This design comes from an exercise in tuning for a short achievable clock period and few clock cycles on the open sky130 flow, not from production work. Only simulation tests tie the RTL to the original design; equivalence was not proved. Power is estimated from default activity; no workload was simulated.

## wip/sierra
==> flow/design.v (excerpt) <==
module mips_top(clk, rst, imem_addr, imem_rdata, dmem_addr, dmem_we, dmem_wdata, dmem_rdata);
For scale: roughly 5800 cells after synthesis, roughly 160 I/O pins, about 75000 um2 of cells after synthesis.
export LEC_CHECK = 0
export ABC_CLOCK_PERIOD_IN_PS = 2500
export CAP_MARGIN = 20
export CORE_MARGIN = 2
export CORE_UTILIZATION = 40
export PLACE_DENSITY = 0.6
export SETUP_SLACK_MARGIN = 5
export SLEW_MARGIN = 20
export SYNTH_HIERARCHICAL = 1
export TNS_END_PERCENT = 10
create_clock -name core_clock -period 10.5 [get_ports {clk}]
standard.sh (not shown) runs the stock make flow with config.mk's settings and CLKGATE_MAP_FILE= SYNTH_SCRIPT=/design/flow/synth_recipe.tcl, a recipe that flattens the netlist after the stock synthesis.
==> flow/flow/run.sh <==
#!/bin/bash
set -euo pipefail
MARGIN=$(cat flow/margin.txt)
bash standard.sh synth > synth_make.log 2>&1
bash standard.sh SETUP_SLACK_MARGIN=$MARGIN finish > layout_make.log 2>&1
==> flow/flow/margin.txt <==
7.4
Testbench counts of wip/sierra, summed over its fixed seeds: cycles 11,662.
> inputs changed (wip/sierra -> wip/harbor)
- changing PLACE_DENSITY from 0.6 to 0.7
- removing TNS_END_PERCENT (formerly 10)
- changing CORE_UTILIZATION from 40 to 60
Findings:
wip/harbor | stages: all done | timing, DRC, antenna: all pass. wip/harbor vs. wip/sierra: overall power consumption increased about 1.1%; starting utilization of the core area increased by 20 points relative to the old numbers; minimum period implied by the final worst setup slack now sits lower. Side by side, fmax turned out higher in wip/harbor than in wip/sierra. Relative to wip/sierra, wip/harbor improves total detailed-routing wirelength. For wip/sierra, the start point of the critical path was dmem_rdata[4], unlike wip/harbor, where it was cpu.ir_d[25]. Wire length of the first global-routing pass for wip/harbor: 19000 um down relative to wip/sierra. rf.regs[25][4] as the capture point of the critical path was reported by wip/sierra, and cpu.pc_out[14] by wip/harbor. [compare] base=wip/sierra new=wip/harbor: post-detailed-route via-to-cell ratio increased by about 11% relative to the old numbers; worst setup slack increased by 0.026 ns relative to the old numbers. Proportion of layout cells with a drive suffix above 1 (higher): wip/harbor. Going from wip/sierra to wip/harbor, initial antenna violation count higher; area growth from synthesis to layout grew by 0.51 points.
Setup changes, wip/harbor to wip/tundra
- CORE_UTILIZATION now 40, was 60
- PLACE_DENSITY now 0.6, was 0.7
==> flow/flow/margin.txt <==
7.2
## What came out
wip/tundra finished every step from synthesis to the final layout, and the layout passed the timing, design-rule and antenna checks.
When wip/tundra is measured against wip/harbor, its static leakage turns out 1.3% lower.
wip/tundra ends up with a worst setup slack that is 0.035 ns higher than in wip/harbor.
wip/tundra — final worst-path cycle share 0.34 points lower, wip/harbor as reference
Design internal power for wip/tundra: 0.055 mW up relative to wip/harbor
The core of wip/tundra is less densely filled than that of wip/harbor.
The number of vias in the routed layout of wip/tundra was superior to that of wip/harbor.
Here is what was changed in the inputs of wip/xenon compared with wip/tundra.
==> flow/flow/margin.txt <==
7.0
[summary]
- Delta (wip/xenon minus wip/tundra): count of multi-input combinational gates was more or less identical, power density normalized to cell area +about 0.7%, count of instances resized after the clock tree is built decreased about 40%.
- Against wip/tundra, wip/xenon comes in 15000 um lower on routed wire length.
- Overall track demand over capacity in global routing (wip/xenon over wip/tundra): decrease, 1.2 points
- NOTE post-route standard cell area excluding fillers wip/tundra->wip/xenon decreased by a few percent
- Compared with wip/tundra, wip/xenon supports a lower clock frequency.
- Re global placer's final weighted congestion: wip/xenon is 1.0% up on wip/tundra.
- Power after layout came out lower on wip/xenon than on wip/tundra.
- As far as synthesized cell count goes, wip/xenon and wip/tundra are indistinguishable; the numbers are identical.
- Across both runs, count of non-filler cells in the finished layout was lower for wip/xenon than for wip/tundra.


Starting RTL as in the previous note.
Design mips_top, start of the top module:
module mips_top(clk, rst, imem_addr, imem_rdata, dmem_addr, dmem_we, dmem_wdata, dmem_rdata);
==> flow/config.mk <==
export PLATFORM = sky130hd
export DESIGN_NAME = mips_top
export DESIGN_NICKNAME = mips_top
export VERILOG_FILES = /design/flow/design.v
export SDC_FILE = /design/flow/constraint.sdc
export NUM_CORES = 4
export LEC_CHECK = 0
export ABC_CLOCK_PERIOD_IN_PS = 2500
export CAP_MARGIN = 20
export CORE_MARGIN = 2
export CORE_UTILIZATION = 40
export CTS_CLUSTER_DIAMETER = 60
export CTS_CLUSTER_SIZE = 20
export PLACE_DENSITY = 0.6
export SETUP_SLACK_MARGIN = 5
export SLEW_MARGIN = 20
export SYNTH_HIERARCHICAL = 1
==> flow/constraint.sdc <==
create_clock -name core_clock -period 10.5 [get_ports {clk}]
set_input_delay 2.1000 -clock core_clock [delete_from_list [all_inputs] [get_ports {clk}]]
set_output_delay 2.1000 -clock core_clock [all_outputs]
set_load 0.01 [all_outputs]
==> flow/flow/margin.txt <==
7.4
Scripts as last shown in full above: flow/flow/run.sh
Testbench counts at the start, summed over its fixed seeds: cycles 11,662.
Rerun with:
Settings changed: CTS_CLUSTER_DIAMETER 60 to unset, CTS_CLUSTER_SIZE 20 to unset.
=> Cell area went up by 3.6%. Non-clock buffer count went up by 17. Clock power went up by 35%. Total power went up by 11%. Worst setup slack is better by 0.034 ns. Routed wire length went up by 1.8%. Via count went up by 1.8%. Utilization went up by 1.7 points. Fmax went up by 0.99%. Area after synthesis does not change. Critical path depth went down by 11.

-- re-timing with driven ports --
The results above use ideal ports. As a check the final layouts listed here were re-extracted and re-timed, cells and wires unchanged. Step 1 assumes that a clkbuf_16 drives the clock port and a buf_2 every other input. Step 2 adds t to the input delays and takes it off the output delays; t is the mean of the earliest and latest rising clock arrival at the registers after step 1. Input paths then give back, and output paths get back, about the clock's delay inside the block. Slacks: ideal / step 1 / step 2; pairs: ideal / step 1.
| run | t (ns) | slack for setup (ns) | latest minus earliest clock arrival (ns) | worst register clock-pin slew, ns |
|---|---|---|---|---|
| wip/sierra | 0.903 | 7.005 / 6.974 / 6.162 | 0.055 / 0.054 | 0.07 / 0.07 |
| wip/harbor | 0.895 | 7.031 / 6.965 / 6.228 | 0.033 / 0.033 | 0.07 / 0.07 |
| wip/tundra | 0.919 | 7.066 / 6.982 / 6.245 | 0.051 / 0.051 | 0.07 / 0.07 |
| wip/xenon | 0.886 | 6.918 / 6.918 / 6.100 | 0.075 / 0.076 | 0.07 / 0.07 |
| the first run of note 2 | 0.877 | 7.028 / 6.974 / 6.228 | 0.080 / 0.080 | 0.09 / 0.09 |
| the second run of note 2 | 0.899 | 7.063 / 6.988 / 6.189 | 0.050 / 0.051 | 0.07 / 0.07 |
After both steps setup and hold are still met in every run listed. For the second run of note 2, which loses most, drivers alone change the setup slack by -0.075 ns; drivers and shift together by -0.874 ns.
